From an optimization exercise on the open Yosys and OpenROAD flow, aimed at small area, a short achievable clock period and few clock cycles; shortcuts taken in it are not production practice. Function was not checked in any run shown here: the RTL went through the layout flow alone. Power and IR drop assume default switching activity.

==> design.v <==
module proc (
   imem_addr, dmem_addr, dmem_wdata, dmem_en, dmem_wr, halt,
   clk, rst, imem_rdata, dmem_rdata
   );
   input clk;
   input rst;
   output [15:0] imem_addr;
   input  [15:0] imem_rdata;
   output [15:0] dmem_addr;
   output [15:0] dmem_wdata;
   output        dmem_en;
   output        dmem_wr;
   input  [15:0] dmem_rdata;
   output        halt;
   reg  [15:0] ir;
   reg  [15:1] f;               
   reg  [15:0] r0, r1, r2, r3, r4, r5, r6, r7;
   wire [4:0]  op = ir[15:11];
   wire [2:0]  rs = ir[10:8];
   wire [2:0]  rt = ir[7:5];
   wire [2:0]  rd = ir[4:2];
   reg  [15:0] a, an, b;
   wire [2:0]  nrs = imem_rdata[10:8];
   always @* begin
      case (nrs)
        3'd0: an = r0; 3'd1: an = r1; 3'd2: an = r2; 3'd3: an = r3;
        3'd4: an = r4; 3'd5: an = r5; 3'd6: an = r6; default: an = r7;
      endcase
      case (rt)
        3'd0: b = r0; 3'd1: b = r1; 3'd2: b = r2; 3'd3: b = r3;
        3'd4: b = r4; 3'd5: b = r5; 3'd6: b = r6; default: b = r7;
      endcase
   end
   wire [15:0] s5  = {{11{ir[4]}}, ir[4:0]};
   wire [15:0] z5  = {11'd0, ir[4:0]};
   wire [15:0] s8  = {{8{ir[7]}}, ir[7:0]};
   wire        jr   = (op[4:2] == 3'b001) & op[0];        
   wire [15:0] agu  = a + (jr ? s8 : s5);
   wire        az   = ~|a;
   wire        bcond = (op[1:0] == 2'b00) ?  az :
                       (op[1:0] == 2'b01) ? ~az :
                       (op[1:0] == 2'b10) ?  a[15] : ~a[15];
   wire        isbr = (op[4:2] == 3'b011);
   wire        isj  = (op[4:2] == 3'b001) & ~op[0];       
   wire        taken = (isbr & bcond) | isj;
   wire [15:1] boff = isj ? {{5{ir[10]}}, ir[10:1]} : {{8{ir[7]}}, ir[7:1]};
   wire [15:1] btgt = f + boff;
   wire [15:1] nxt  = jr ? agu[15:1] : taken ? btgt : f;
   assign imem_addr = {nxt, 1'b0};
   always @(posedge clk) begin
      if (rst) begin
         f  <= 15'd0;
         ir <= {5'b00001, imem_rdata[10:0]};            
      end else begin
         f  <= nxt + 15'd1;
         ir <= imem_rdata;
      end
   end
   assign halt = (op == 5'b00000);
   wire        isst = (op == 5'b10000) | (op == 5'b10011);
   wire        isld = (op == 5'b10001);
   assign dmem_addr  = agu;
   assign dmem_wdata = b;
   assign dmem_en    = isst | isld;
   assign dmem_wr    = isst;
   wire        rfmt = (op[4:3] == 2'b11);
   wire        sub  = rfmt ? ((op[2:0] == 3'b011) ? ir[0] : (op[2:0] == 3'b101 || op[2:0] == 3'b110))
                           : 1'b1;                        
   wire [15:0] ax   = sub ? ~a : a;
   wire [15:0] by   = rfmt ? b : s5;
   wire [16:0] sum  = {1'b0, ax} + {1'b0, by} + {16'd0, sub};
   wire        eq   = (a == b);
   wire        sle  = (a[15] & ~b[15]) | (~(a[15] ^ b[15]) & sum[16]);
   wire        slt  = sle & ~eq;
   wire [15:0] lb   = rfmt ? b : z5;
   wire [15:0] lres = ((rfmt ? ir[0] : op[0]) ? (a & ~lb) : (a ^ lb));
   wire [1:0]  sht  = rfmt ? ir[1:0] : op[1:0];
   wire [3:0]  cnt  = rfmt ? b[3:0] : ir[3:0];
   wire [3:0]  k    = sht[1] ? (4'd0 - cnt) : cnt;
   wire [15:0] t1   = k[0] ? {a[14:0], a[15]}    : a;
   wire [15:0] t2   = k[1] ? {t1[13:0], t1[15:14]} : t1;
   wire [15:0] t3   = k[2] ? {t2[11:0], t2[15:12]} : t2;
   wire [15:0] rot  = k[3] ? {t3[7:0], t3[15:8]}   : t3;
   reg  [15:0] mask;
   integer i;
   always @* begin
      for (i = 0; i < 16; i = i + 1)
        mask[i] = ~sht[0] | (sht[1] ? (15 - i >= cnt) : (i >= cnt));
   end
   wire [15:0] shres = rot & mask;
   reg  [15:0] btr;
   always @* begin
      for (i = 0; i < 16; i = i + 1)
        btr[i] = a[15 - i];
   end
   reg  [15:0] wd;
   reg  [2:0]  wa;
   reg         we;
   always @* begin
      wd = agu; wa = rd; we = 1'b0;
      case (op)
        5'b01000: begin we = 1; wa = rt; wd = agu; end                
        5'b01001: begin we = 1; wa = rt; wd = sum[15:0]; end          
        5'b01010, 5'b01011: begin we = 1; wa = rt; wd = lres; end     
        5'b10100, 5'b10101, 5'b10110, 5'b10111:
                  begin we = 1; wa = rt; wd = shres; end              
        5'b10001: begin we = 1; wa = rt; wd = dmem_rdata; end         
        5'b10011: begin we = 1; wa = rs; wd = agu; end                
        5'b11001: begin we = 1; wa = rd; wd = btr; end                
        5'b11011: begin we = 1; wa = rd; wd = ir[1] ? lres : sum[15:0]; end
        5'b11010: begin we = 1; wa = rd; wd = shres; end
        5'b11100: begin we = 1; wa = rd; wd = {15'd0, eq}; end
        5'b11101: begin we = 1; wa = rd; wd = {15'd0, slt}; end
        5'b11110: begin we = 1; wa = rd; wd = {15'd0, sle}; end
        5'b11111: begin we = 1; wa = rd; wd = {15'd0, sum[16]}; end
        5'b11000: begin we = 1; wa = rs; wd = s8; end                 
        5'b10010: begin we = 1; wa = rs; wd = {a[7:0], ir[7:0]}; end  
        5'b00110, 5'b00111: begin we = 1; wa = 3'd7; wd = {f, 1'b0}; end  
        default: ;
      endcase
   end
   always @(posedge clk)
      a <= (we && wa == nrs) ? wd : an;
   always @(posedge clk) begin
      if (we) begin
         case (wa)
           3'd0: r0 <= wd; 3'd1: r1 <= wd; 3'd2: r2 <= wd; 3'd3: r3 <= wd;
           3'd4: r4 <= wd; 3'd5: r5 <= wd; 3'd6: r6 <= wd; default: r7 <= wd;
         endcase
      end
   end
endmodule
==> run.sh <==
#!/bin/bash
# synth_recipe.tcl (not shown) runs the flow's synth.tcl, then flattens the netlist and writes it again
# the make line also repeats each setting of config.mk as NAME=value (left out here)
make -C /OpenROAD-flow-scripts/flow DESIGN_CONFIG=/design/flow/config.mk WORK_HOME=/design/flow/orfs CLKGATE_MAP_FILE= SYNTH_SCRIPT=/design/flow/synth_recipe.tcl finish
==> config.mk <==
export PLATFORM = sky130hd
export DESIGN_NAME = proc
export DESIGN_NICKNAME = proc
export VERILOG_FILES = /design/flow/design.v
export SDC_FILE = /design/flow/constraint.sdc
export NUM_CORES = 4
export LEC_CHECK = 0
export CAP_MARGIN = 20
export CORE_MARGIN = 2
export CORE_UTILIZATION = 40
export SETUP_SLACK_MARGIN = 4.5
export SLEW_MARGIN = 20
==> constraint.sdc <==
create_clock -name core_clock -period 9.0 [get_ports {clk}]
set_input_delay 1.8000 -clock core_clock [delete_from_list [all_inputs] [get_ports {clk}]]
set_output_delay 1.8000 -clock core_clock [all_outputs]
set_load 0.01 [all_outputs]
==> run_results.csv, run 1 <==
group,metric,value,unit
clocking,clkLatencyLatePin,0.48,ns
clocking,cts_tree,"yes",
pwr,ir_drop,0.192,mV
detailed_routing,1st_pass_router_iterations,7,
die,die_width,194,um
yosys,number_of_enable_flip_flop_cells_after_synthesis,128,
final_layout,final_layout_size_suffix_gt1_frac,0.288,
detailed_routing,antenna_nets_post_route,0,
timing,skew,0.0289,ns
global_route,largest_net_degree_at_the_start_of_global_routing,58,
yosys,synthDominantCellAreaShare,0.266,
critical_path,worst-endpoint-required,7.20,ns
die,floorplan.die.height,194,um
yosys,synth_seq_cells,175,
detailed_routing,initialDrtViolationCount,1948,
detailed_routing,postRouteWirelength,62400,um
yosys,synth_cells,1627,
critical_path,critical_path.cell_chain,"buf_12, nor3b_4, nand2_4, nand2_4, a21boi_4, inv_4, buf_12, ha_4, and3_4, o311a_1, a221o_1, a21oi_2, a21oi_2, xor2_1, buf_4, xnor2_4, buf_2",
detailed_routing,routedWlPerCell,27.2,um
timing,final_hold_viol_count,0,
clocking,clock_tree.buffer_depth,2,
pwr,power_leakage,0.00726,uW
yosys,yosys.cell_types.count,115,
critical_path,worstPathMaxFanout,3,
critical_path,arrival,3.80,ns
critical_path,cp_slowest_stage_delay,0.42,ns
detailed_routing,post-route-drc-count,0,
critical_path,timing.setup.critical_path_class,"flip-flop to output pin",
pwr,netSwitchingPower,1430,uW
timing,rsz_0062_raised_after_global_routing,"true",
critical_path,slowest_stage,"a221o_1",
die,floorplan_core_area,35600,um2
global_route,number_of_global_route_vias_before_repair,14000,
timing,worst_slew_pin_tran,1.15,ns
place,finalWeightedCongestion,0.978,
detailed_routing,via_per_inst,6.64,
timing,layout_worst_path_cycle_share,0.622,
final_layout,n_fill_cell,3194,
pwr,p_comb_frac,0.495,
final_layout,num_antenna_cells,0,
clocking,clock_sink_count,175,
global_route,antenna_violations_before_repair,2,
timing,post-route-min-period,5.60,ns
place,number_of_placed_cells_counting_well_taps,2095,
yosys,ys_top_cells_by_area,"edfxtp_1 27%, dfxtp_1 6.5%, ha_1 5.6%",
global_route,grt_overflow,0,
final_layout,fin_cells,2296,
yosys,post_syn_nets,1729,
status,outcome,"no timing/DRC/antenna violations",
critical_path,startpoint_type,"flip-flop",
worst_hold_path,min-delay-path-class,"flip-flop to flip-flop",
pwr,p_clk_frac,0.207,
timing,timing.final.setup_violations,0,
clocking,cts_htree_levels,4,
die,fp.dieArea,37600,um2
yosys,ys_warn_count,1,
global_route,grt_first_pass_wirelength,89500,um
timing,clock.fmax,179,MHz
final_layout,area_added_between_synthesis_and_finish,32.6,%
timing,total_negative_slack_for_setup_checks,0,ns
yosys,synthesis.area,14400,um2
yosys,synthFlopType,"edfxtp_1",
die,boundaryPins,85,
die,std_cell_rows,69,
yosys,synth_most_common_cell,"nand2_1",
yosys,async_reset_ff_frac,0,
die,start_util,0.406,
global_route,track_usage,0.313,
clocking,root_buf_cell,"clkbuf_16",
pwr,part_of_the_power_in_registers,0.298,
yosys,synthesis.area_per_instance,8.87,um2
place,hpwl,41700,um
place,io_buffers,83,
place,placement.cell_area,15700,um2
pwr,internal-power,2110,uW
critical_path,sort_of_element_at_the_end_of_the_critical_path,"output pin",
pwr,total_power,3540,uW
timing,final_max_slew_viol_count,0,
clocking,number_of_clock_buffers_inserted_by_tritoncts,17,
pwr,netSwitchingFraction,0.403,
yosys,seq_area_frac_synth,0.332,
timing,timing.max_slew.rel_slack,0.228,
job,cap_viol_max_count,0,
final_layout,final_area,19100,um2
final_layout,num-nets-final,1924,
yosys,synthDominantAreaCellType,"edfxtp_1",
yosys,synth.top_cells.by_count,"164 x nand2_1, 148 x nor2_1, 128 x edfxtp_1",
detailed_routing,routed_via_count,15300,
pwr,cellPowerDensity,185,nW/um2
clocking,clk_transition_reported_paths,0.09,ns
[per-stage QoR]
stage / hold WS [ns] / setup slack, ns / util
final: 0.627 / 3.40 / 0.538
after global routing: 0.660 / 3.31 / 0.538
after CTS: 0.621 / 3.52 / 0.507
after detailed placement: 0.602 / 2.67 / 0.441
after global placement: 0.602 / 2.70 / 0.441
after floorplan: 0.551 / 4.06 / -
[power groups by stage]
stage	clock network [uW]	registers, uW	logic (uW)
floorplan	0	1030	822
global placement	0	1070	1250
detailed placement	0	1070	1260
CTS	740	1050	1510
global route	773	1060	1840
finish	732	1050	1750
[metal layers]
metal  vias up  GRT usage  wire length, um
met5         -          0               17
met3       216     0.0577             6410
met4         2      0.150             3280
li1       6649          -                -
met1      7377      0.423            25100
met2      1007      0.485            27600
[cell type report]
type	count	area, um2	area share
flip-flops and latches	175	4820	0.252
repair buffers	287	2770	0.145
well taps	461	577	0.0302
clock inverters	15	145	0.00759
multi-input cells	1296	10200	0.533
inverters	45	194	0.0101
clock buffers	17	425	0.0222
[final timing paths]
path	startpoint	endpoint	slack, ns	cells past startpoint
worst max-delay path	ir[15]	dmem_addr[15]	3.40	17
worst min-delay path	r7[6]	a[6]	0.63	2
worst max register to register	ir[15]	f[14]	3.70	37
worst min register to register	r7[6]	a[6]	0.63	2
[cell families (layout without fill, tap and decap cells)]
group / count (synthesis) / count (layout) / synth area share
AOI/OAI and AO/OA: 581 / 582 / 0.290
xor gates and xnor gates: 71 / 71 / 0.0449
adders and majority gates: 68 / 68 / 0.0605
buffers and inverters: 158 / 364 / 0.0506
DFF: 175 / 175 / 0.332
muxes: 73 / 73 / 0.0576
other: 1 / 1 / 0.000260
and+or+nand+nor: 500 / 501 / 0.164
[timing repair]
action                     CTS  global route
gates cloned                 6             3
pin swaps                   62            71
setup endpoints to repair  193           181
hold buffers                 0             0
resized for setup          263           147
buffers inserted           113            47
[sequential cells by signal, summed over array words and instances (netlist names)]
| signal | cells |
|---|---|
| r4 | 16 |
| r1 | 16 |
| r3 | 16 |
| r6 | 16 |
| r2 | 16 |
| r0 | 16 |
| r7 | 16 |
| ir | 16 |
| r5 | 16 |
| f | 15 |
| a | 16 |
[cell usage in the layout (no fill, tap or decap), drive strengths merged, types with 34 or more instances in the layout]
cell type	Yosys	routed
dfxtp	47	47
o22ai	34	34
inv	44	49
nand3	53	53
o21ai	104	104
o211ai	49	49
a21oi	98	98
clkdlybuf4s50	0	48
mux2i	48	48
buf	55	223
a21o	36	36
xnor2	49	49
a22oi	51	51
ha	65	65
nand2	165	165
edfxtp	128	128
nor2	149	149
[worst max-delay path: cells and delay by family (launching register included)]
kind	cells	cell delay [ns]
flops	1	0.35
buf+inv	5	0.70
fa+ha+maj	1	0.22
simple gates	4	0.63
compound gates	5	1.05
xor+xnor	2	0.39
==> run 2, diff against run 1 <==
--- a/design.v
+++ b/design.v
@@ -37,11 +37,6 @@
    wire        jr   = (op[4:2] == 3'b001) & op[0];        
    wire [15:0] agu  = a + (jr ? s8 : s5);
-   wire        az   = ~|a;
-   wire        bcond = (op[1:0] == 2'b00) ?  az :
-                       (op[1:0] == 2'b01) ? ~az :
-                       (op[1:0] == 2'b10) ?  a[15] : ~a[15];
-   wire        isbr = (op[4:2] == 3'b011);
+   reg         taken;
    wire        isj  = (op[4:2] == 3'b001) & ~op[0];       
-   wire        taken = (isbr & bcond) | isj;
    wire [15:1] boff = isj ? {{5{ir[10]}}, ir[10:1]} : {{8{ir[7]}}, ir[7:1]};
    wire [15:1] btgt = f + boff;
@@ -120,6 +115,15 @@
       endcase
    end
-   always @(posedge clk)
-      a <= (we && wa == nrs) ? wd : an;
+   wire [15:0] av   = (we && wa == nrs) ? wd : an;
+   wire [4:0]  nop_ = imem_rdata[15:11];
+   wire        naz  = ~|av;
+   wire        nbc  = (nop_[1:0] == 2'b00) ?  naz :
+                      (nop_[1:0] == 2'b01) ? ~naz :
+                      (nop_[1:0] == 2'b10) ?  av[15] : ~av[15];
+   wire        ntk  = ((nop_[4:2] == 3'b011) & nbc) | ((nop_[4:2] == 3'b001) & ~nop_[0]);
+   always @(posedge clk) begin
+      a     <= av;
+      taken <= ~rst & ntk;
+   end
    always @(posedge clk) begin
       if (we) begin
==> run_results.csv, run 2 <==
group,metric,value,unit
critical_path,cp_slowest_stage_delay,0.44,ns
die,std_cell_rows,69,
yosys,synthDominantCellAreaShare,0.264,
timing,rsz_0062_raised_after_global_routing,"true",
timing,final_hold_viol_count,0,
clocking,clkLatencyLatePin,0.45,ns
yosys,synth.mux.area_fraction,0.0723,
clocking,number_of_clock_buffers_inserted_by_tritoncts,17,
critical_path,critical_path.cell_chain,"buf_6, ha_4, fa_2, a21o_1, a211o_4, a2111oi_4, o311ai_4, buf_4, xor2_2, buf_4, nand2_4, o21ai_1, o21a_2, buf_6",
yosys,ys_top_cells_by_area,"edfxtp_1 26%, dfxtp_1 6.6%, ha_1 5.6%",
timing,post-route-min-period,5.37,ns
timing,timing.final.setup_violations,0,
yosys,number_of_enable_flip_flop_cells_after_synthesis,128,
global_route,antenna_violations_before_repair,1,
final_layout,final_layout_size_suffix_gt1_frac,0.302,
yosys,post_synth_xor_area_fraction,0.0439,
yosys,synth_area_in_adders,0.0599,
place,finalWeightedCongestion,1.00,
timing,final_max_slew_viol_count,0,
die,floorplan_core_area,35700,um2
yosys,post_syn_nets,1742,
detailed_routing,post-route-drc-count,0,
die,fp.dieArea,38000,um2
timing,clock.fmax,186,MHz
global_route,number_of_global_route_vias_before_repair,14400,
status,outcome,"no timing/DRC/antenna violations",
critical_path,timing.reg2reg.worst_path_depth,24,
critical_path,slowest_stage,"a2111oi_4",
yosys,yosys.cell_types.count,96,
global_route,grt_first_pass_wirelength,93800,um
yosys,synth.top_cells.by_count,"169 x nand2_1, 131 x nor2_1, 128 x edfxtp_1",
worst_hold_path,min-delay-start,"r7[8]",
yosys,synthDominantAreaCellType,"edfxtp_1",
yosys,synthFlopType,"edfxtp_1",
critical_path,worst-path-buf-inv,4,
yosys,synth_most_common_cell,"nand2_1",
yosys,synth_simple_gate_area_share,0.172,
critical_path,worstReg2RegStart,"ir[5]",
detailed_routing,routed_via_count,15700,
final_layout,layout.cells.most_common_list,"163 x nand2_1, 163 x buf_4, 128 x edfxtp_1",
pwr,ir_drop,0.173,mV
yosys,async_reset_ff_frac,0,
die,boundaryPins,85,
critical_path,timing.setup.critical_path_class,"flip-flop to output pin",
critical_path,r2r_end,"taken",
worst_hold_path,min-delay-path-class,"flip-flop to flip-flop",
job,cap_viol_max_count,0,
critical_path,worst-r2r-setup-slack,4.04,ns
critical_path,worst-endpoint-required,7.20,ns
global_route,largest_net_degree_at_the_start_of_global_routing,52,
pwr,power_leakage,0.00745,uW
detailed_routing,routedWlPerCell,28.7,um
yosys,synth_cells,1640,
detailed_routing,postRouteWirelength,66500,um
timing,skew,0.0157,ns
place,placement.cell_area,16000,um2
critical_path,category_of_cells_accounting_for_the_largest_share_of_critical_path_delay,"compound AO/OA/AOI/OAI gates",
yosys,synth_top_family_by_area,"compound AO/OA/AOI/OAI gates",
critical_path,arrival,3.57,ns
pwr,cellPowerDensity,188,nW/um2
detailed_routing,1st_pass_router_iterations,6,
timing,worst_slew_pin_tran,1.27,ns
final_layout,n_fill_cell,3129,
die,start_util,0.408,
die,die_width,195,um
final_layout,final_area,19700,um2
place,io_buffers,83,
timing,layout_worst_path_cycle_share,0.597,
yosys,ys_warn_count,1,
clocking,cts_htree_levels,4,
die,floorplan.die.height,195,um
detailed_routing,initialDrtViolationCount,2152,
yosys,synthesis.area_per_instance,8.89,um2
timing,total_negative_slack_for_setup_checks,0,ns
clocking,clock_sink_count,176,
critical_path,startpoint_type,"flip-flop",
critical_path,worstPathMaxFanout,3,
timing,timing.max_slew.rel_slack,0.128,
place,hpwl,43100,um
final_layout,num-nets-final,1947,
yosys,synthesis.area,14600,um2
clocking,cts_tree,"yes",
final_layout,area_added_between_synthesis_and_finish,35.0,%
yosys,seq_area_frac_synth,0.330,
worst_hold_path,hold_path_depth,2,
global_route,track_usage,0.330,
final_layout,num_antenna_cells,0,
clocking,clk_transition_reported_paths,0.08,ns
yosys,synth-compound-area-share,0.276,
clocking,root_buf_cell,"clkbuf_16",
yosys,synth_seq_cells,176,
detailed_routing,antenna_nets_post_route,0,
critical_path,sort_of_element_at_the_end_of_the_critical_path,"output pin",
worst_hold_path,holdPathEnd,"a[8]",
detailed_routing,via_per_inst,6.78,
clocking,clock_tree.buffer_depth,2,
global_route,grt_overflow,0,
[run 2: changes by cell type after synthesis, sizes merged, moves of 11 or more]
cell     delta
a211oi     +11
mux2i      +13
o211ai     -29
o221ai     +17
a22oi      -15
nand2b     +14
a41o       +11
nor2       -18
a2111oi    +23
nand4      -11
o22ai      -17
a21oi      -18
[run 2: cell type report]
class                           instances  area, um2  area share
Sequential cell                       176       4840       0.246
Timing Repair Buffer                  298       2770       0.141
Multi-Input combinational cell       1308      10700       0.543
Clock buffer                           17        425      0.0216
Tap cell                              461        577      0.0293
Inverter                               44        176     0.00897
Clock inverter                         15        194     0.00986
[run 2: worst max path at each step]
stage	from	endpoint	cells after the start
finish	ir[0]	imem_addr[10]	14
global route	f[2]	imem_addr[14]	13
CTS	ir[14]	imem_addr[12]	15
detailed placement	ir[5]	taken	19
global placement	ir[5]	taken	19
floorplan	ir[11]	imem_addr[14]	14
[run 2: logic make-up after synthesis]
group / after synthesis
other: 1
buffers and inverters: 159
adders and majority gates: 68
AOI/OAI and AO/OA: 548
DFF: 176
xor gates and xnor gates: 73
and+or+nand+nor: 522
muxes: 93
[run 2: worst register-to-register path, delay by kind of cell (launching register included)]
| family | cells | cell delay [ns] |
|---|---|---|
| AOI/OAI and AO/OA | 10 | 1.89 |
| buffers and inverters | 6 | 0.81 |
| muxes | 3 | 0.55 |
| and+or+nand+nor | 4 | 1.05 |
| DFF | 1 | 0.38 |
| adders and majority gates | 1 | 0.21 |
[run 2: metrics by stage]
stage	hold WS, ns	util	total power, uW	worst slack, ns	instances
finish	0.667	0.550	3690	3.63	2319
global route	0.683	0.550	3790	3.47	2319
global placement	0.596	0.448	2320	2.71	2111
CTS	0.627	0.517	3400	3.67	2256
floorplan	0.518	-	1830	4.41	1640
detailed placement	0.584	0.448	2330	2.62	2111
[run 2: repair_timing]
action,4_1_cts,5_1_grt
hold buffers,0,0
setup endpoints to repair,195,171
setup buffers,106,59
cloned,7,3
pin swaps,69,59
resized for setup,278,154
[run 2: report_power, final]
| group | switching (uW) | internal (uW) |
|---|---|---|
| registers | 77.4 | 978 |
| clock network | 402 | 383 |
| logic | 1050 | 797 |
[run 2: per-layer routing]
layer / up-vias / wire length, um / global-route usage
met4: 2 / 4240 / 0.169
met1: 7592 / 26000 / 0.435
met2: 1098 / 28800 / 0.504
met3: 261 / 7450 / 0.0795
li1: 6770 / - / -
met5: - / 13 / 0
==> run 3, diff against run 2 <==
--- a/design.v
+++ b/design.v
@@ -35,6 +35,7 @@
    wire [15:0] z5  = {11'd0, ir[4:0]};
    wire [15:0] s8  = {{8{ir[7]}}, ir[7:0]};
+   reg  [7:5]  ix;
    wire        jr   = (op[4:2] == 3'b001) & op[0];        
-   wire [15:0] agu  = a + (jr ? s8 : s5);
+   wire [15:0] agu  = a + {{8{ix[7]}}, ix, ir[4:0]};
    reg         taken;
    wire        isj  = (op[4:2] == 3'b001) & ~op[0];       
@@ -125,4 +126,5 @@
       a     <= av;
       taken <= ~rst & ntk;
+      ix    <= ((nop_[4:2] == 3'b001) & nop_[0]) ? imem_rdata[7:5] : {3{imem_rdata[4]}};
    end
    always @(posedge clk) begin
--- a/config.mk
+++ b/config.mk
@@ -9,4 +9,4 @@
 export CORE_MARGIN = 2
 export CORE_UTILIZATION = 40
-export SETUP_SLACK_MARGIN = 4.5
+export SETUP_SLACK_MARGIN = 3.5
 export SLEW_MARGIN = 20
==> run_results.csv, run 3 <==
group,metric,value,unit
worst_hold_path,hold_path_depth,2,
critical_path,critical_path.startpoint,"ir[0]",
critical_path,slowest_stage,"clkdlybuf4s50_1",
global_route,track_usage,0.303,
critical_path,arrival,3.56,ns
critical_path,worst-r2r-setup-slack,3.65,ns
yosys,ys_top_cells_by_area,"edfxtp_1 27%, dfxtp_1 7.1%, ha_1 5.7%",
final_layout,area_added_between_synthesis_and_finish,17.3,%
final_layout,num_antenna_cells,0,
place,finalWeightedCongestion,0.972,
critical_path,sort_of_element_at_the_end_of_the_critical_path,"output pin",
yosys,synth_most_common_cell,"nand2_1",
yosys,ys_warn_count,1,
final_layout,final_layout_size_suffix_gt1_frac,0.143,
status,outcome,"no timing/DRC/antenna violations",
clocking,cts_htree_levels,4,
clocking,clock_sink_count,179,
global_route,number_of_global_route_vias_before_repair,13000,
critical_path,worstPathMaxFanout,6,
worst_hold_path,min-delay-start,"r7[4]",
yosys,synth_cells,1617,
detailed_routing,via_per_inst,6.50,
final_layout,n_fill_cell,3375,
global_route,grt_overflow,0,
final_layout,seq_area,4900,um2
place,placement.cell_area,15500,um2
die,std_cell_rows,69,
clocking,cts-hold-fix-buffers,0,
final_layout,final_area,16800,um2
timing,timing.max_slew.rel_slack,0.247,
die,start_util,0.404,
critical_path,critical_path.cell_chain,"ha_1, fa_2, a211oi_2, o21ai_0, a31oi_1, buf_4, o21ai_0, xor2_2, a21oi_1, nand2_1, clkdlybuf4s50_1",
pwr,cellPowerDensity,188,nW/um2
timing,rsz_0062_raised_after_global_routing,"true",
global_route,largest_net_degree_at_the_start_of_global_routing,54,
critical_path,cp_slowest_stage_delay,0.57,ns
die,die_width,193,um
clocking,clock_tree.buffer_depth,2,
critical_path,worst_path_most_repeated_cell,"o21ai_0",
critical_path,timing.reg2reg.worst_path_depth,20,
timing,final_max_slew_viol_count,0,
die,boundaryPins,85,
worst_hold_path,min-delay-path-class,"flip-flop to flip-flop",
place,dp_worst_setup_slack,1.86,ns
clocking,cts_tree,"yes",
critical_path,r2r_end,"taken",
detailed_routing,routed_via_count,13900,
global_route,grt_first_pass_wirelength,82900,um
timing,hold-worst-slack,0.613,ns
yosys,synth_seq_cells,179,
job,cap_viol_max_count,0,
clocking,number_of_clock_buffers_inserted_by_tritoncts,17,
timing,setup_ws,3.64,ns
critical_path,worst-path-buf-inv,2,
die,floorplan_core_area,35400,um2
critical_path,category_of_cells_accounting_for_the_largest_share_of_critical_path_delay,"compound AO/OA/AOI/OAI gates",
timing,final_hold_viol_count,0,
critical_path,cp_num_cells,11,
timing,clock.fmax,186,MHz
yosys,synth.top_cells.by_count,"154 x nand2_1, 128 x edfxtp_1, 121 x nor2_1",
detailed_routing,postRouteWirelength,57100,um
yosys,post_syn_nets,1719,
final_layout,mostFrequentLayoutCell,"nand2_1",
yosys,synthDominantAreaCellType,"edfxtp_1",
yosys,number_of_enable_flip_flop_cells_after_synthesis,128,
yosys,synthesis.area_per_instance,8.84,um2
clocking,root_buf_cell,"clkbuf_16",
pwr,power_leakage,0.00628,uW
pwr,ir_drop,0.162,mV
final_layout,multi_input_area,9100,um2
critical_path,worst-endpoint-required,7.20,ns
timing,post-route-min-period,5.36,ns
final_layout,layout.cells.most_common_list,"154 x nand2_1, 128 x edfxtp_1, 118 x nor2_1",
detailed_routing,antenna_nets_post_route,0,
worst_hold_path,holdPathEnd,"a[4]",
final_layout,num-nets-final,1771,
detailed_routing,routedWlPerCell,26.7,um
critical_path,worstReg2RegStart,"ir[15]",
yosys,synthesis.area,14300,um2
timing,skew,0.0162,ns
yosys,async_reset_ff_frac,0,
critical_path,startpoint_type,"flip-flop",
place,io_buffers,83,
yosys,seq_area_frac_synth,0.340,
detailed_routing,initialDrtViolationCount,1571,
place,hpwl,41700,um
global_route,antenna_violations_before_repair,1,
detailed_routing,post-route-drc-count,0,
pwr,total_power,3150,uW
die,fp.dieArea,37300,um2
clocking,clk_transition_reported_paths,0.07,ns
clocking,clkLatencyLatePin,0.46,ns
timing,timing.final.setup_violations,0,
timing,worst_slew_pin_tran,1.11,ns
die,floorplan.die.height,193,um
critical_path,timing.setup.critical_path_class,"flip-flop to output pin",
yosys,yosys.cell_types.count,97,
timing,total_negative_slack_for_setup_checks,0,ns
detailed_routing,1st_pass_router_iterations,6,
timing,layout_worst_path_cycle_share,0.596,
yosys,synthFlopType,"edfxtp_1",
yosys,synthDominantCellAreaShare,0.269,
-- run 3: cell types whose count changed in the layout (fill, tap and decap cells not counted), moves of 14 or more --
| cell | previous run | this run |
|---|---|---|
| and3_1 | 15 | 39 |
| o221ai_1 | 19 | 3 |
| a22oi_1 | 35 | 49 |
| buf_4 | 163 | 59 |
| nand4_1 | 10 | 25 |
| o21ai_0 | 82 | 107 |
| a2111oi_0 | 17 | 2 |
| a21oi_1 | 54 | 95 |
| buf_6 | 50 | 2 |
| clkdlybuf4s50_1 | 52 | 75 |
-- run 3: how the worst max path moves through the flow --
stage                                to  slack [ns]
final                     imem_addr[10]        3.64
after global routing              taken        3.46
after CTS                         taken        3.40
after detailed placement          taken        1.86
after global placement            taken        1.87
after floorplan                   taken        3.85
-- run 3: final cells by class --
class	count	share of cell area
inverters	49	0.0110
clock buffers	18	0.0256
multi-input cells	1272	0.543
well taps	461	0.0344
flip-flops and latches	179	0.293
clock inverters	14	0.0102
repair buffers	150	0.0837
-- run 3: cells by family after synthesis --
logic type | after synthesis | share of synthesized area
flip-flops | 179 | 0.340
XOR/XNOR | 68 | 0.0417
buffers and inverters | 167 | 0.0497
AO/OA/AOI/OAI | 506 | 0.239
AND/OR/NAND/NOR | 527 | 0.183
other | 1 | 0.000262
multiplexers | 101 | 0.0846
adder cells (fa/ha/maj) | 68 | 0.0611
-- run 3: what timing repair did --
item,CTS,global route
buffers inserted,11,15
pin swaps,11,12
endpoints found under the setup margin,154,19
gates resized for setup,79,37
cloned,0,2
-- run 3: report_power, final --
group | switching, uW | internal (uW) | leakage (uW)
Sequential | 63.0 | 998 | 0.00159
Clock | 348 | 418 | 0.000280
Combinational | 823 | 495 | 0.00441
-- run 3: per-stage QoR --
| step | utilization | std cells |
|---|---|---|
| floorplan | - | 1617 |
| global placement | 0.437 | 2083 |
| detailed placement | 0.437 | 2083 |
| CTS | 0.465 | 2126 |
| global route | 0.474 | 2143 |
| finish | 0.474 | 2143 |
-- run 3: tightest hold or removal path, cell delays in order, from the launching register on --
cell and delay (ns):
edfxtp_1 0.34, o211ai_1 0.16, nand2_1 0.09
-- run 3: metal layers --
metal  vias up  wire length (um)  GRT usage
met4         2              3130      0.139
met5         -                13          0
met3       176              4690     0.0483
li1       6214                 -          -
met1      6786             23300      0.399
met2       761             26000      0.491
==> run 4, diff against run 3 <==
--- a/config.mk
+++ b/config.mk
@@ -9,4 +9,4 @@
 export CORE_MARGIN = 2
 export CORE_UTILIZATION = 40
-export SETUP_SLACK_MARGIN = 3.5
+export SETUP_SLACK_MARGIN = 4.0
 export SLEW_MARGIN = 20
==> run_results.csv, run 4 <==
group,metric,value,unit
yosys,synth_seq_cells,179,
die,start_util,0.404,
die,floorplan_core_area,35400,um2
status,outcome,"no timing/DRC/antenna violations",
timing,clock.fmax,190,MHz
worst_hold_path,min-delay-start,"r7[4]",
timing,worst_slew_pin_tran,1.06,ns
final_layout,num_antenna_cells,0,
final_layout,area_added_between_synthesis_and_finish,21.3,%
final_layout,multi_input_area,9340,um2
clocking,clk_transition_reported_paths,0.08,ns
clocking,number_of_clock_buffers_inserted_by_tritoncts,17,
detailed_routing,postRouteWirelength,58000,um
worst_hold_path,hold_path_depth,2,
detailed_routing,routedWlPerCell,26.6,um
yosys,synthesis.area,14300,um2
timing,timing.final.setup_violations,0,
global_route,grt_overflow,0,
final_layout,mostFrequentLayoutCell,"nand2_1",
timing,rsz_0062_raised_after_global_routing,"true",
detailed_routing,route.met2.wl,26800,um
critical_path,worstReg2RegStart,"ir[5]",
timing,hold-worst-slack,0.620,ns
clocking,cts-hold-fix-buffers,0,
timing,post-route-min-period,5.27,ns
yosys,synthDominantCellAreaShare,0.269,
detailed_routing,drt-met1-wl,22800,um
clocking,cts_htree_levels,4,
worst_hold_path,min-delay-path-class,"flip-flop to flip-flop",
detailed_routing,1st_pass_router_iterations,8,
place,finalWeightedCongestion,0.994,
critical_path,r2r_end,"taken",
detailed_routing,top_layer_used,"met4",
pwr,total_power,3260,uW
pwr,power_leakage,0.00659,uW
clocking,root_buf_cell,"clkbuf_16",
critical_path,worstPathMaxFanout,2,
clocking,clock_tree.buffer_depth,2,
final_layout,final_layout_size_suffix_gt1_frac,0.186,
die,fp.dieArea,37300,um2
global_route,track_usage,0.308,
final_layout,n_fill_cell,3320,
yosys,post_syn_nets,1719,
place,io_buffers,83,
critical_path,worst-r2r-setup-slack,3.73,ns
critical_path,arrival,3.47,ns
detailed_routing,antenna_nets_post_route,0,
critical_path,worst-endpoint-required,7.20,ns
global_route,antenna_violations_before_repair,0,
global_route,number_of_global_route_vias_before_repair,13400,
detailed_routing,met3_length,5280,um
timing,final_hold_viol_count,0,
die,floorplan.die.height,193,um
critical_path,startpoint_type,"flip-flop",
critical_path,sort_of_element_at_the_end_of_the_critical_path,"output pin",
die,die_width,193,um
yosys,synthesis.area_per_instance,8.84,um2
worst_hold_path,holdPathEnd,"a[4]",
timing,final_max_slew_viol_count,0,
timing,total_negative_slack_for_setup_checks,0,ns
job,cap_viol_max_count,0,
timing,skew,0.0159,ns
yosys,number_of_enable_flip_flop_cells_after_synthesis,128,
yosys,synthFlopType,"edfxtp_1",
yosys,yosys.cell_types.count,97,
final_layout,layout.cells.most_common_list,"154 x nand2_1, 128 x edfxtp_1, 118 x nor2_1",
global_route,grt_first_pass_wirelength,84500,um
detailed_routing,via_per_inst,6.50,
detailed_routing,routed_via_count,14200,
yosys,async_reset_ff_frac,0,
yosys,ys_warn_count,1,
detailed_routing,post-route-drc-count,0,
global_route,largest_net_degree_at_the_start_of_global_routing,53,
die,std_cell_rows,69,
yosys,synthDominantAreaCellType,"edfxtp_1",
clocking,clock_sink_count,179,
die,boundaryPins,85,
timing,layout_worst_path_cycle_share,0.586,
critical_path,timing.setup.critical_path_class,"flip-flop to output pin",
pwr,ir_drop,0.215,mV
clocking,cts_tree,"yes",
clocking,clkLatencyLatePin,0.46,ns
final_layout,num-nets-final,1807,
yosys,synth_cells,1617,
detailed_routing,initialDrtViolationCount,1720,
yosys,ys_top_cells_by_area,"edfxtp_1 27%, dfxtp_1 7.1%, ha_1 5.7%",
yosys,synth_most_common_cell,"nand2_1",
final_layout,seq_area,4910,um2
yosys,seq_area_frac_synth,0.340,
place,hpwl,41700,um
timing,timing.max_slew.rel_slack,0.294,
pwr,cellPowerDensity,188,nW/um2
yosys,synth.top_cells.by_count,"154 x nand2_1, 128 x edfxtp_1, 121 x nor2_1",
critical_path,timing.reg2reg.worst_path_depth,19,
run 4: changes by cell type in the layout (fill, tap and decap cells not counted), moves of 4 or more:
cell / previous run / this run
dfxtp_1: 36 / 32
clkdlybuf4s50_1: 75 / 65
buf_2: 3 / 7
dlymetal6s2s_1: 1 / 5
buf_6: 2 / 12
buf_4: 59 / 86
inv_1: 47 / 43
o21ai_1: 4 / 8
a211oi_1: 12 / 8
o21ai_0: 107 / 100
run 4: timing repair:
item                       in CTS  in global routing
cloned                          2                  0
hold endpoints to repair        0                  0
setup buffers                  38                 22
setup endpoints to repair     176                 46
pin swaps                      42                 38
gates resized for setup       161                 54
run 4: worst max-delay path by stage:
| stage | start | endpoint | slack [ns] |
|---|---|---|---|
| finish | ir[1] | imem_addr[15] | 3.73 |
| global route | ir[5] | taken | 3.60 |
| CTS | ir[5] | taken | 3.72 |
| detailed placement | ir[6] | taken | 1.92 |
| global placement | ir[6] | taken | 2.07 |
| floorplan | ir[15] | imem_addr[14] | 4.02 |
run 4: layer usage:
layer,GRT usage,vias up
li1,-,6290
met1,0.388,6874
met2,0.505,818
met3,0.0594,185
met4,0.156,0
met5,0,-
run 4: final cells by class:
| cell class | count | area share |
|---|---|---|
| multi-input combinational | 1272 | 0.539 |
| timing repair buffer | 186 | 0.0980 |
| clock inverter | 8 | 0.00433 |
| clock buffer | 24 | 0.0315 |
| inverter | 49 | 0.0108 |
| sequential | 179 | 0.283 |
| tap | 461 | 0.0333 |
run 4: logic make-up after synthesis:
group | after synthesis | synth area share
xor+xnor | 68 | 0.0417
other cells | 1 | 0.000262
fa+ha+maj | 68 | 0.0611
mux | 101 | 0.0846
compound gates | 506 | 0.239
simple gates | 527 | 0.183
buf+inv | 167 | 0.0497
flops | 179 | 0.340
run 4: report_power, final:
group          internal [uW]  total (uW)  switching [uW]
Combinational            550        1410             860
Clock                    437         784             347
Sequential               999        1070            68.0
Total                   1990        3260            1280
run 4: stage by stage:
stage / setup slack [ns] / instance area, um2 / instances / utilization
after floorplan: 4.02 / 14300 / 1617 / -
after global placement: 2.07 / 15500 / 2085 / 0.438
after detailed placement: 1.92 / 15500 / 2085 / 0.438
after CTS: 3.72 / 17000 / 2157 / 0.479
after global routing: 3.60 / 17300 / 2179 / 0.490
final: 3.73 / 17300 / 2179 / 0.490
run 4: worst max-delay path, stage by stage, from the launching register on:
cell      delay (ns)
dfxtp_2         0.32
buf_6           0.12
ha_4            0.16
fa_2            0.36
a21o_1          0.17
a21oi_2         0.15
o21bai_1        0.11
a21oi_2         0.18
o21bai_2        0.13
a211oi_2        0.23
o21a_1          0.20
o31ai_2         0.10
xnor2_1         0.21
a21oi_1         0.14
nor3b_4         0.22
nor2_1          0.07
buf_2           0.14
==> run 5, diff against run 4 <==
--- a/design.v
+++ b/design.v
@@ -20,5 +20,6 @@
    wire [2:0]  rt = ir[7:5];
    wire [2:0]  rd = ir[4:2];
-   reg  [15:0] a, an, b;
+   reg  [15:0] a, an, b, bn;
+   wire [2:0]  nrt = imem_rdata[7:5];
    wire [2:0]  nrs = imem_rdata[10:8];
    always @* begin
@@ -27,7 +28,7 @@
         3'd4: an = r4; 3'd5: an = r5; 3'd6: an = r6; default: an = r7;
       endcase
-      case (rt)
-        3'd0: b = r0; 3'd1: b = r1; 3'd2: b = r2; 3'd3: b = r3;
-        3'd4: b = r4; 3'd5: b = r5; 3'd6: b = r6; default: b = r7;
+      case (nrt)
+        3'd0: bn = r0; 3'd1: bn = r1; 3'd2: bn = r2; 3'd3: bn = r3;
+        3'd4: bn = r4; 3'd5: bn = r5; 3'd6: bn = r6; default: bn = r7;
       endcase
    end
@@ -125,4 +126,5 @@
    always @(posedge clk) begin
       a     <= av;
+      b     <= (we && wa == nrt) ? wd : bn;
       taken <= ~rst & ntk;
       ix    <= ((nop_[4:2] == 3'b001) & nop_[0]) ? imem_rdata[7:5] : {3{imem_rdata[4]}};
--- a/config.mk
+++ b/config.mk
@@ -9,4 +9,4 @@
 export CORE_MARGIN = 2
 export CORE_UTILIZATION = 40
-export SETUP_SLACK_MARGIN = 4.0
+export SETUP_SLACK_MARGIN = 3.5
 export SLEW_MARGIN = 20
==> run_results.csv, run 5 <==
group,metric,value,unit
yosys,ys_top_cells_by_area,"edfxtp_1 26%, dfxtp_1 9.0%, ha_1 5.5%",
global_route,antenna_violations_before_repair,0,
critical_path,worstPathMaxFanout,39,
final_layout,final_core_utilization,0.469,
global_route,largest_net_degree_at_the_start_of_global_routing,55,
pwr,power_leakage,0.00627,uW
timing,final_hold_viol_count,0,
critical_path,worst-endpoint-required,9.36,ns
yosys,synthDominantAreaCellType,"edfxtp_1",
critical_path,slowest_stage,"nand3_1",
critical_path,r2r_end,"taken",
yosys,synth.top_cells.by_count,"153 x nand2_1, 128 x edfxtp_1, 120 x nor2_1",
die,fp.dieArea,38700,um2
critical_path,sort_of_element_at_the_end_of_the_critical_path,"flip-flop",
yosys,synth_most_common_cell,"nand2_1",
worst_hold_path,min-delay-path-class,"flip-flop to flip-flop",
die,floorplan_core_area,36600,um2
critical_path,cp_slowest_stage_delay,0.79,ns
yosys,synth_seq_cells,195,
worst_hold_path,min-delay-start,"r7[12]",
timing,timing.final.setup_violations,0,
timing,setup_ws,3.60,ns
critical_path,worst-r2r-setup-slack,3.65,ns
yosys,number_of_enable_flip_flop_cells_after_synthesis,128,
critical_path,startpoint_type,"input pin",
critical_path,critical_path.cell_chain,"clkdlybuf4s50_1, buf_4, nand3_1, o221ai_1, nand4_1, nor4_1, o221ai_1, a2111oi_2, mux2_1, o311ai_1",
pwr,internal-power,1990,uW
clocking,clock_sink_count,195,
place,dp_worst_setup_slack,2.89,ns
yosys,seq_area_frac_synth,0.349,
critical_path,worstReg2RegStart,"ir[14]",
final_layout,n_fill_cell,3482,
pwr,total_power,3260,uW
pwr,cellPowerDensity,190,nW/um2
die,start_util,0.406,
detailed_routing,post-route-drc-count,0,
detailed_routing,routedWlPerCell,26.1,um
detailed_routing,initialDrtViolationCount,1365,
clocking,root_buf_cell,"clkbuf_16",
critical_path,timing.reg2reg.worst_path_depth,16,
timing,timing.max_slew.rel_slack,0.283,
place,finalWeightedCongestion,1.02,
clocking,clock_tree.buffer_depth,2,
die,boundaryPins,85,
global_route,grt_first_pass_wirelength,83200,um
job,cap_viol_max_count,0,
final_layout,mostFrequentLayoutCell,"nand2_1",
timing,skew,0.0330,ns
yosys,synthFlopType,"edfxtp_1",
timing,post-route-min-period,5.40,ns
detailed_routing,antenna_nets_post_route,0,
timing,total_negative_slack_for_setup_checks,0,ns
status,outcome,"no timing/DRC/antenna violations",
global_route,grt_overflow,0,
yosys,async_reset_ff_frac,0,
die,std_cell_rows,70,
yosys,synth_cells,1614,
yosys,ys_warn_count,1,
final_layout,num-nets-final,1771,
critical_path,arrival,5.76,ns
yosys,post_syn_nets,1716,
final_layout,final_layout_size_suffix_gt1_frac,0.140,
global_route,number_of_global_route_vias_before_repair,13200,
place,io_buffers,83,
final_layout,final_area,17200,um2
final_layout,area_added_between_synthesis_and_finish,15.6,%
yosys,synthesis.area_per_instance,9.20,um2
pwr,netSwitchingFraction,0.389,
critical_path,timing.setup.critical_path_class,"input pin to flip-flop",
die,die_width,197,um
critical_path,worst_path_most_repeated_cell,"o221ai_1",
clocking,cts_tree,"yes",
global_route,track_usage,0.288,
worst_hold_path,hold_path_depth,2,
clocking,clkLatencyLatePin,0.48,ns
timing,final_max_slew_viol_count,0,
clocking,clk_transition_reported_paths,0.08,ns
pwr,netSwitchingPower,1270,uW
clocking,cts_htree_levels,4,
timing,layout_worst_path_cycle_share,0.600,
final_layout,num_antenna_cells,0,
pwr,p_clk_frac,0.239,
place,placement.cell_area,16100,um2
pwr,p_comb_frac,0.398,
yosys,yosys.cell_types.count,104,
detailed_routing,postRouteWirelength,56100,um
timing,rsz_0062_raised_after_global_routing,"true",
clocking,number_of_clock_buffers_inserted_by_tritoncts,17,
detailed_routing,via_per_inst,6.48,
die,floorplan.die.height,197,um
final_layout,layout.cells.most_common_list,"152 x nand2_1, 128 x edfxtp_1, 119 x nor2_1",
timing,clock.fmax,185,MHz
pwr,part_of_the_power_in_registers,0.364,
place,hpwl,40600,um
yosys,synthDominantCellAreaShare,0.259,
yosys,synthesis.area,14800,um2
timing,worst_slew_pin_tran,1.07,ns
detailed_routing,1st_pass_router_iterations,5,
worst_hold_path,holdPathEnd,"b[12]",
pwr,ir_drop,0.165,mV
detailed_routing,routed_via_count,13900,
==> run 5: final cells by class <==
cell class | instances | area (um2) | area share
multi-input cells | 1269 | 9320 | 0.543
flip-flops and latches | 195 | 5200 | 0.303
repair buffers | 142 | 1290 | 0.0754
well taps | 468 | 586 | 0.0341
clock buffers | 18 | 439 | 0.0256
inverters | 44 | 165 | 0.00962
clock inverters | 14 | 159 | 0.00926
==> run 5: metal layers <==
metal  GRT usage  up-vias  wire length [um]
met1       0.375     6806             22800
met5           0        -                 0
met2       0.462      705             25900
met4       0.123        0              2300
met3      0.0626      130              5060
li1            -     6300                 -
==> run 5: kinds of logic (layout without fill, tap and decap cells) <==
logic type,count (synthesis),in the layout,synth area share
and+or+nand+nor,494,494,0.164
xor gates and xnor gates,72,72,0.0425
muxes,89,89,0.0891
adders and majority gates,68,68,0.0588
buffers and inverters,150,218,0.0451
DFF,195,195,0.349
AOI/OAI and AO/OA,545,545,0.251
other,1,1,0.000253
==> run 5: worst max-delay path by stage <==
stage,to,cells past startpoint,from
CTS,imem_addr[14],12,a[0]
detailed placement,imem_addr[15],13,ir[13]
global route,taken,10,imem_rdata[10]
finish,taken,10,imem_rdata[10]
global placement,imem_addr[15],13,ir[13]
floorplan,imem_addr[15],15,ir[14]
==> run 5: power groups by stage <==
| stage | clock (uW) | sequential [uW] | combinational [uW] |
|---|---|---|---|
| final | 778 | 1180 | 1300 |
| after detailed placement | 0 | 1200 | 1190 |
| after CTS | 794 | 1180 | 1240 |
| after global routing | 827 | 1190 | 1380 |
| after global placement | 0 | 1200 | 1180 |
| after floorplan | 0 | 1150 | 735 |
==> run 5: stage by stage <==
step / hold WS [ns] / instances
floorplan: 0.534 / 1614
global placement: 0.586 / 2100
detailed placement: 0.586 / 2100
CTS: 0.595 / 2139
global route: 0.648 / 2150
finish: 0.594 / 2150
==> run 5: worst max-delay path: cells and delay by family <==
kind | cells | cell delay, ns
muxes | 1 | 0.37
buffers and inverters | 2 | 0.88
AOI/OAI and AO/OA | 4 | 1.43
and+or+nand+nor | 3 | 1.25
==> run 5: what timing repair did <==
item                                    4_1_cts  5_1_grt
buffers inserted                              7       10
cloned                                        0        1
pin swaps                                     8       14
hold buffers                                  0        0
endpoints found under the setup margin       14       10
gates resized for setup                      48       26
==> run 6, diff against run 5 <==
--- a/config.mk
+++ b/config.mk
@@ -9,4 +9,4 @@
 export CORE_MARGIN = 2
 export CORE_UTILIZATION = 40
-export SETUP_SLACK_MARGIN = 3.5
+export SETUP_SLACK_MARGIN = 3.0
 export SLEW_MARGIN = 20
==> run_results.csv, run 6 <==
group,metric,value,unit
status,outcome,"no timing/DRC/antenna violations",
pwr,total_power,3200,uW
global_route,grt_first_pass_wirelength,82600,um
pwr,part_of_the_power_in_registers,0.369,
timing,rsz_0062_raised_after_global_routing,"true",
detailed_routing,post-route-drc-count,0,
critical_path,worst-r2r-setup-slack,3.40,ns
clocking,clock_sink_count,195,
detailed_routing,1st_pass_router_iterations,5,
critical_path,worst_path_most_repeated_cell,"nor2_1",
job,cap_viol_max_count,0,
detailed_routing,via_per_inst,6.48,
worst_hold_path,min-delay-start,"r7[12]",
detailed_routing,antenna_nets_post_route,0,
timing,setup_ws,3.20,ns
timing,final_hold_viol_count,0,
die,floorplan_core_area,36600,um2
pwr,cellPowerDensity,191,nW/um2
timing,timing.max_slew.rel_slack,0.269,
yosys,synthDominantCellAreaShare,0.259,
yosys,ys_warn_count,1,
global_route,track_usage,0.286,
timing,layout_worst_path_cycle_share,0.644,
global_route,grt_overflow,0,
pwr,p_comb_frac,0.387,
timing,post-route-min-period,5.80,ns
place,dp_worst_setup_slack,2.89,ns
pwr,ir_drop,0.165,mV
timing,skew,0.0384,ns
global_route,antenna_violations_before_repair,0,
timing,final_max_slew_viol_count,0,
yosys,number_of_enable_flip_flop_cells_after_synthesis,128,
place,io_buffers,83,
clocking,clkLatencyLatePin,0.48,ns
yosys,yosys.cell_types.count,104,
final_layout,final_layout_size_suffix_gt1_frac,0.117,
yosys,post_syn_nets,1716,
pwr,netSwitchingPower,1250,uW
clocking,root_buf_cell,"clkbuf_16",
die,die_width,197,um
clocking,cts_tree,"yes",
timing,worst_slew_pin_tran,1.09,ns
yosys,synthFlopType,"edfxtp_1",
global_route,largest_net_degree_at_the_start_of_global_routing,55,
pwr,p_clk_frac,0.243,
critical_path,crit_path_end,"imem_addr[11]",
yosys,async_reset_ff_frac,0,
final_layout,num_antenna_cells,0,
final_layout,seq_area,5190,um2
die,fp.dieArea,38700,um2
yosys,synthDominantAreaCellType,"edfxtp_1",
critical_path,cp_slowest_stage_delay,0.63,ns
clocking,post_cts_buffers,0,
yosys,synthesis.area,14800,um2
yosys,synth_most_common_cell,"nand2_1",
clocking,clk_transition_reported_paths,0.08,ns
critical_path,worstPathMaxFanout,8,
clocking,number_of_clock_buffers_inserted_by_tritoncts,17,
global_route,number_of_global_route_vias_before_repair,13100,
place,hpwl,40600,um
clocking,clock_tree.buffer_depth,2,
detailed_routing,postRouteWirelength,55600,um
worst_hold_path,min-delay-path-class,"flip-flop to flip-flop",
final_layout,num-nets-final,1754,
critical_path,worstReg2RegStart,"ir[14]",
final_layout,layout.cells.most_common_list,"152 x nand2_1, 128 x edfxtp_1, 119 x nor2_1",
critical_path,arrival,4.00,ns
final_layout,mostFrequentLayoutCell,"nand2_1",
yosys,synth.top_cells.by_count,"153 x nand2_1, 128 x edfxtp_1, 120 x nor2_1",
critical_path,slowest_stage,"clkdlybuf4s50_1",
yosys,synthesis.area_per_instance,9.20,um2
critical_path,sort_of_element_at_the_end_of_the_critical_path,"output pin",
timing,total_negative_slack_for_setup_checks,0,ns
place,finalWeightedCongestion,1.02,
final_layout,n_fill_cell,3524,
pwr,power_leakage,0.00609,uW
pwr,netSwitchingFraction,0.389,
die,start_util,0.406,
final_layout,multi_input_area,9130,um2
die,floorplan.die.height,197,um
critical_path,startpoint_type,"flip-flop",
critical_path,critical_path.startpoint,"ir[0]",
detailed_routing,routedWlPerCell,26.0,um
die,std_cell_rows,70,
critical_path,r2r_end,"taken",
yosys,seq_area_frac_synth,0.349,
yosys,synth_seq_cells,195,
critical_path,worst-endpoint-required,7.20,ns
yosys,synth_cells,1614,
timing,timing.final.setup_violations,0,
clocking,cts_htree_levels,4,
timing,clock.fmax,172,MHz
detailed_routing,routed_via_count,13800,
critical_path,critical_path.cell_chain,"ha_1, a21o_1, and4_1, o31ai_2, a311oi_1, nor2_1, xnor2_2, nor2_1, a21oi_1, clkdlybuf4s50_1",
die,boundaryPins,85,
final_layout,area_added_between_synthesis_and_finish,13.2,%
critical_path,timing.reg2reg.worst_path_depth,16,
detailed_routing,initialDrtViolationCount,1351,
critical_path,timing.setup.critical_path_class,"flip-flop to output pin",
yosys,ys_top_cells_by_area,"edfxtp_1 26%, dfxtp_1 9.0%, ha_1 5.5%",
pwr,internal-power,1960,uW
## run 6: cell types whose count changed in the layout (fill, tap and decap cells not counted), moves of 3 or more
cell	before	now
dfxtp_2	7	4
a21oi_1	96	99
buf_4	56	40
dlymetal6s2s_1	3	0
clkdlybuf4s50_1	74	79
dfxtp_1	59	62
## run 6: logic make-up after synthesis
family                     share of synthesized area
AOI/OAI and AO/OA                              0.251
and+or+nand+nor                                0.164
DFF                                            0.349
buffers and inverters                         0.0451
muxes                                         0.0891
xor gates and xnor gates                      0.0425
adders and majority gates                     0.0588
other                                       0.000253
## run 6: worst max-delay path, delay by kind of cell, from the launching register on
kind,cells,cell delay [ns]
compound gates,4,1.18
xor+xnor,1,0.37
fa+ha+maj,1,0.27
buf+inv,1,0.63
flops,1,0.60
simple gates,3,0.49
## run 6: how the worst min path moves through the flow
stage	to	slack, ns	cells after the start
3_5_place_dp	b[12]	0.59	2
6_report	b[12]	0.60	2
4_1_cts	b[12]	0.60	2
3_3_place_gp	b[12]	0.59	2
5_1_grt	b[12]	0.65	2
2_1_floorplan	b[6]	0.53	2
## run 6: stage by stage
| stage | instances | instance area [um2] | hold slack, ns | util |
|---|---|---|---|---|
| 3_3_place_gp | 2100 | 16100 | 0.586 | 0.439 |
| 6_report | 2133 | 16800 | 0.595 | 0.459 |
| 3_5_place_dp | 2100 | 16100 | 0.586 | 0.439 |
| 5_1_grt | 2133 | 16800 | 0.648 | 0.459 |
| 2_1_floorplan | 1614 | 14800 | 0.534 | - |
| 4_1_cts | 2132 | 16700 | 0.595 | 0.456 |
## run 6: power groups by stage
stage	clock network [uW]	logic (uW)	registers, uW
3_3_place_gp	0	1180	1200
4_1_cts	794	1200	1180
6_report	780	1240	1180
3_5_place_dp	0	1190	1200
5_1_grt	827	1330	1180
2_1_floorplan	0	735	1150
## run 6: what timing repair did
action	CTS	global route
endpoints found under the setup margin	5	7
hold buffers	0	0
resized for setup	9	20
pin swaps	2	2
## run 6: layout make-up
cell class | instances | share of cell area
inverters | 44 | 0.00983
clock buffers | 18 | 0.0261
flip-flops and latches | 195 | 0.309
well taps | 468 | 0.0348
multi-input cells | 1269 | 0.544
repair buffers | 125 | 0.0671
clock inverters | 14 | 0.00946
## run 6: layer usage
layer / GRT usage / up-vias / share of wire
met5: 0 / - / 0
met4: 0.121 / 0 / 0.041
met3: 0.0541 / 113 / 0.084
met2: 0.460 / 705 / 0.46
met1: 0.378 / 6742 / 0.42
li1: - / 6270 / -

[what the ideal ports hide]
How much do the figures lean on ideal ports? The routed layouts below were timed once more, with nothing changed but the port constraints.
Step 1: set_driving_cell puts a clkbuf_16 on clk and a buf_2 on each other input, an assumption about the parent block.
Step 2, shift: input delay + t, output delay - t, t = (earliest + latest rising clock arrival at the registers) / 2. This alone moves slack from input paths to output paths.
Three values: ideal ports, drivers, drivers and shift; two values: the first two.
| run | t, ns | slack for setup (ns) | worst hold slack (ns) | slew at the worst register clock pin (ns) |
|---|---|---|---|---|
| run 1 | 0.510 | 3.400 / 3.351 / 3.705 | 0.627 / 0.627 / 0.627 | 0.09 / 0.09 |
| run 2 | 0.498 | 3.626 / 3.574 / 3.798 | 0.667 / 0.667 / 0.667 | 0.09 / 0.09 |
| run 3 | 0.500 | 3.636 / 3.585 / 3.460 | 0.613 / 0.613 / 0.613 | 0.08 / 0.08 |
| run 4 | 0.507 | 3.729 / 3.674 / 3.642 | 0.620 / 0.620 / 0.620 | 0.08 / 0.08 |
| run 5 | 0.510 | 3.602 / 3.609 / 3.120 | 0.594 / 0.594 / 0.594 | 0.09 / 0.09 |
| run 6 | 0.513 | 3.201 / 3.150 / 3.149 | 0.595 / 0.595 / 0.595 | 0.09 / 0.09 |
After both steps setup and hold are still met in every run listed. The setup slack of run 5, which loses most, moves by +0.007 ns with the drivers and by -0.482 ns with both steps.
